Background: an optimization exercise with open tools, aiming at small area, a short achievable clock period and few clock cycles per item. Do not read the settings as production practice.
Function was checked by simulation only, so behaviour that the tests miss may differ from the original.

Design bitcoin_hash, start of the top module:
module bitcoin_hash (
  input  logic        clk, reset_n, start,
  input  logic [15:0] message_addr, output_addr,
  output logic        done, mem_clk, mem_we,
  output logic [15:0] mem_addr,
  output logic [31:0] mem_write_data,
  input  logic [31:0] mem_read_data
);
Size in the first run: ~5300 cells after synthesis, about 120 I/O pins, ~54000 um^2 of cells after synthesis.
export LEC_CHECK = 0
export CAP_MARGIN = 30
export CORE_MARGIN = 2
export CORE_UTILIZATION = 40
export PLACE_DENSITY = 0.55
export SLEW_MARGIN = 40
create_clock -name core_clock -period 12.0 [get_ports {clk}]
run.sh (not shown) runs the stock make flow with config.mk's settings and CLKGATE_MAP_FILE= SYNTH_SCRIPT=/design/flow/synth_recipe.tcl, a recipe that flattens the netlist after the stock synthesis.
Testbench counts at the start, summed over its fixed seeds: cycles 69,248, items 512.
Change:
--- a/flow/design.v
+++ b/flow/design.v
@@ -44,26 +44,26 @@
 logic [6:0]  t, t_n;
 logic [3:0]  nonce, nonce_n;
 logic [31:0] a, b, c, d, e, f, g, hk;
 logic [15:0][31:0] win;
 logic [3:0][31:0] rp, rq;       
 logic [15:0] ma;
 logic        we;
 logic [31:0] kr;                
-logic        c_init, c_initp2, c_load, c_xfer;
+logic        c_init, c_initp2, c_load, c_xfer, c_iv0;
 logic [3:0]  c_fix;
 logic        c_sched, c_mem, c_k80, c_k640, c_k256;
 logic [3:0]  c_nn;
 logic        c_wr;
 logic [4:0]  c_off;
 assign done = (ph == PH_IDLE);
 assign mem_addr = ma;
 assign mem_we = we;
-assign mem_write_data = a + ivc(3'd0);
+assign mem_write_data = a;    
 always_comb begin
   ph_n = ph; blk_n = blk; t_n = t + 7'd1; nonce_n = nonce;
   case (ph)
     PH_IDLE: begin
       t_n = 7'd0;
       if (start) begin ph_n = PH_PRE; blk_n = B_P1; nonce_n = 4'd0; end
     end
     PH_PRE:  if (t == 7'd8) begin ph_n = PH_RND; t_n = 7'd0; end
@@ -78,29 +78,30 @@
           if (nonce == 4'd15) ph_n = PH_FIN;
           else blk_n = B_P2;
         end
       endcase
     end
     default: begin ph_n = PH_IDLE; t_n = 7'd0; end
   endcase
 end
-logic        d_init, d_initp2, d_load, d_xfer;
+logic        d_init, d_initp2, d_load, d_xfer, d_iv0;
 logic [3:0]  d_fix;
 logic        d_sched, d_mem, d_k80, d_k640, d_k256;
 logic [3:0]  d_nn;
 logic        d_wr;
 logic [4:0]  d_off;
 always_comb begin
   logic rn;
   rn       = (ph_n == PH_RND);
   d_init   = rn && (t_n == 7'd0);
   d_initp2 = d_init && (blk_n == B_P2);
   d_load   = rn && (t_n == 7'd64) && (blk_n != B_P3);
   d_xfer   = (ph_n == PH_XFER);
+  d_iv0    = rn && (blk_n == B_P3) && (t_n == 7'd63);    
   d_fix    = 4'd0;
   if (rn && blk_n == B_P3 && t_n <= 7'd7) d_fix[t_n[2:1]] = 1'b1;
   d_sched = 1'b0; d_mem = 1'b0; d_k80 = 1'b0; d_k640 = 1'b0; d_k256 = 1'b0;
   d_nn = 4'd0;
   case (ph_n)
     PH_PRE:  d_mem = 1'b1;
     PH_XFER: case (t_n[2:0])
                3'd0, 3'd1, 3'd2: d_mem = 1'b1;
@@ -158,35 +159,36 @@
   {s2e, c2e} = csa(s1, c1, d);
   {s2a, c2a} = csa(s1, c1, S0);
   {s3a, c3a} = csa(s2a, c2a, maj);
   new_e = s2e + c2e;
   new_a = s3a + c3a;
 end
 logic [31:0] fixop, wf;
 always_comb begin
-  fixop = c_xfer ? ivc(t[2:0]) : 32'd0;
+  fixop = c_xfer ? ivc(t[2:0]) : c_iv0 ? ivc(3'd0) : 32'd0;
   for (int j = 0; j < 4; j++) fixop = fixop | (rq[j] & {32{c_fix[j]}});
   wf = win[8] + fixop;
 end
 logic [31:0] gsel, hk_next;
 logic [31:0] hs, hc, hs2, hc2;
 always_comb begin
   if (c_init) gsel = c_initp2 ? rq[3] : ivc(3'd7);
   else        gsel = g;
   {hs, hc}   = csa(gsel, kr, win[8]);
   {hs2, hc2} = csa(hs, hc, fixop);
   hk_next = hs2 + hc2;
 end
-logic [31:0] sg0, sg1, sched, ss, sc, ins;
+logic [31:0] sg0, sg1, sched, ss, sc, ss2, sc2, ins;
 always_comb begin
   sg0 = ror(win[1],7) ^ ror(win[1],18) ^ (win[1] >> 3);
   sg1 = ror(win[14],17) ^ ror(win[14],19) ^ (win[14] >> 10);
-  {ss, sc} = csa(sg1, win[9], sg0);
-  sched = ss + sc + win[0];
+  {ss, sc}   = csa(sg1, win[9], sg0);
+  {ss2, sc2} = csa(ss, sc, win[0]);
+  sched = ss2 + sc2;
   if (c_sched)    ins = sched;
   else if (c_mem) ins = mem_read_data;
   else            ins = {c_k80, 21'd0, c_k640, c_k256, c_k640, 3'd0, c_nn};
 end
 always_ff @(posedge clk) begin
   if (c_init) begin
     if (c_initp2) begin
       a <= rp[0]; b <= rq[0]; c <= rp[1]; d <= rq[1];
@@ -217,20 +219,20 @@
   end else begin
     for (int j = 0; j < 4; j++) rq[j] <= rp[j];
   end
   ma <= (c_wr ? output_addr : message_addr) + {11'd0, c_off};
 end
 always_ff @(posedge clk, negedge reset_n) begin
   if (!reset_n) begin
     ph <= PH_IDLE; blk <= B_P1; t <= 7'd0; nonce <= 4'd0; we <= 1'b0;
-    c_init <= 1'b0; c_initp2 <= 1'b0; c_load <= 1'b0; c_xfer <= 1'b0; c_fix <= 4'd0;
+    c_init <= 1'b0; c_initp2 <= 1'b0; c_load <= 1'b0; c_xfer <= 1'b0; c_iv0 <= 1'b0; c_fix <= 4'd0;
     c_sched <= 1'b0; c_mem <= 1'b0; c_k80 <= 1'b0; c_k640 <= 1'b0; c_k256 <= 1'b0;
     c_nn <= 4'd0; c_wr <= 1'b0; c_off <= 5'd0;
   end else begin
     ph <= ph_n; blk <= blk_n; t <= t_n; nonce <= nonce_n;
     we <= (ph == PH_RND) && (blk == B_P3) && (t == 7'd64);
-    c_init <= d_init; c_initp2 <= d_initp2; c_load <= d_load; c_xfer <= d_xfer; c_fix <= d_fix;
+    c_init <= d_init; c_initp2 <= d_initp2; c_load <= d_load; c_xfer <= d_xfer; c_iv0 <= d_iv0; c_fix <= d_fix;
     c_sched <= d_sched; c_mem <= d_mem; c_k80 <= d_k80; c_k640 <= d_k640; c_k256 <= d_k256;
     c_nn <= d_nn; c_wr <= d_wr; c_off <= d_off;
   end
 end
 endmodule
The changed run finished clean.
Count of clock-buffer cells in the layout increases by 4.
First-iteration DRC count decreases by 17%.
Sequential share of layout area increases by 0.67 points.
Final area decreases by 1.7%.
Synthesized area decreases by 2.0%.
Sequential cell count increases by 1.
Non-clock buffer count decreases by 5.
Via count decreases by 2.9%.
Cell count decreases by 2.7%.
Testbench counts after the change, summed over its fixed seeds: cycles 69,248, items 512.

-- what the ideal ports hide --
How much do the figures lean on ideal ports? The routed layouts below were timed once more, with nothing changed but the port constraints.
Step 1 sets driving cells, clkbuf_16 on the clock port and buf_2 on the other inputs (assumed; they add their load-dependent delay and slew).
Step 2 also shifts input and output timing later by t, the mid clock arrival at the registers, as if the neighbouring blocks saw the same clock.
Slacks: ideal / step 1 / step 2; pairs: ideal / step 1.
run	t, ns	slack for setup (ns)	hold WS [ns]	worst register clock-pin slew, ns
the first run	0.820	5.072 / 4.992 / 5.604	0.309 / 0.309 / 0.309	0.07 / 0.07
the second run	0.838	5.388 / 5.388 / 5.388	0.317 / 0.317 / 0.317	0.07 / 0.07
After both steps setup and hold are still met in every run listed.
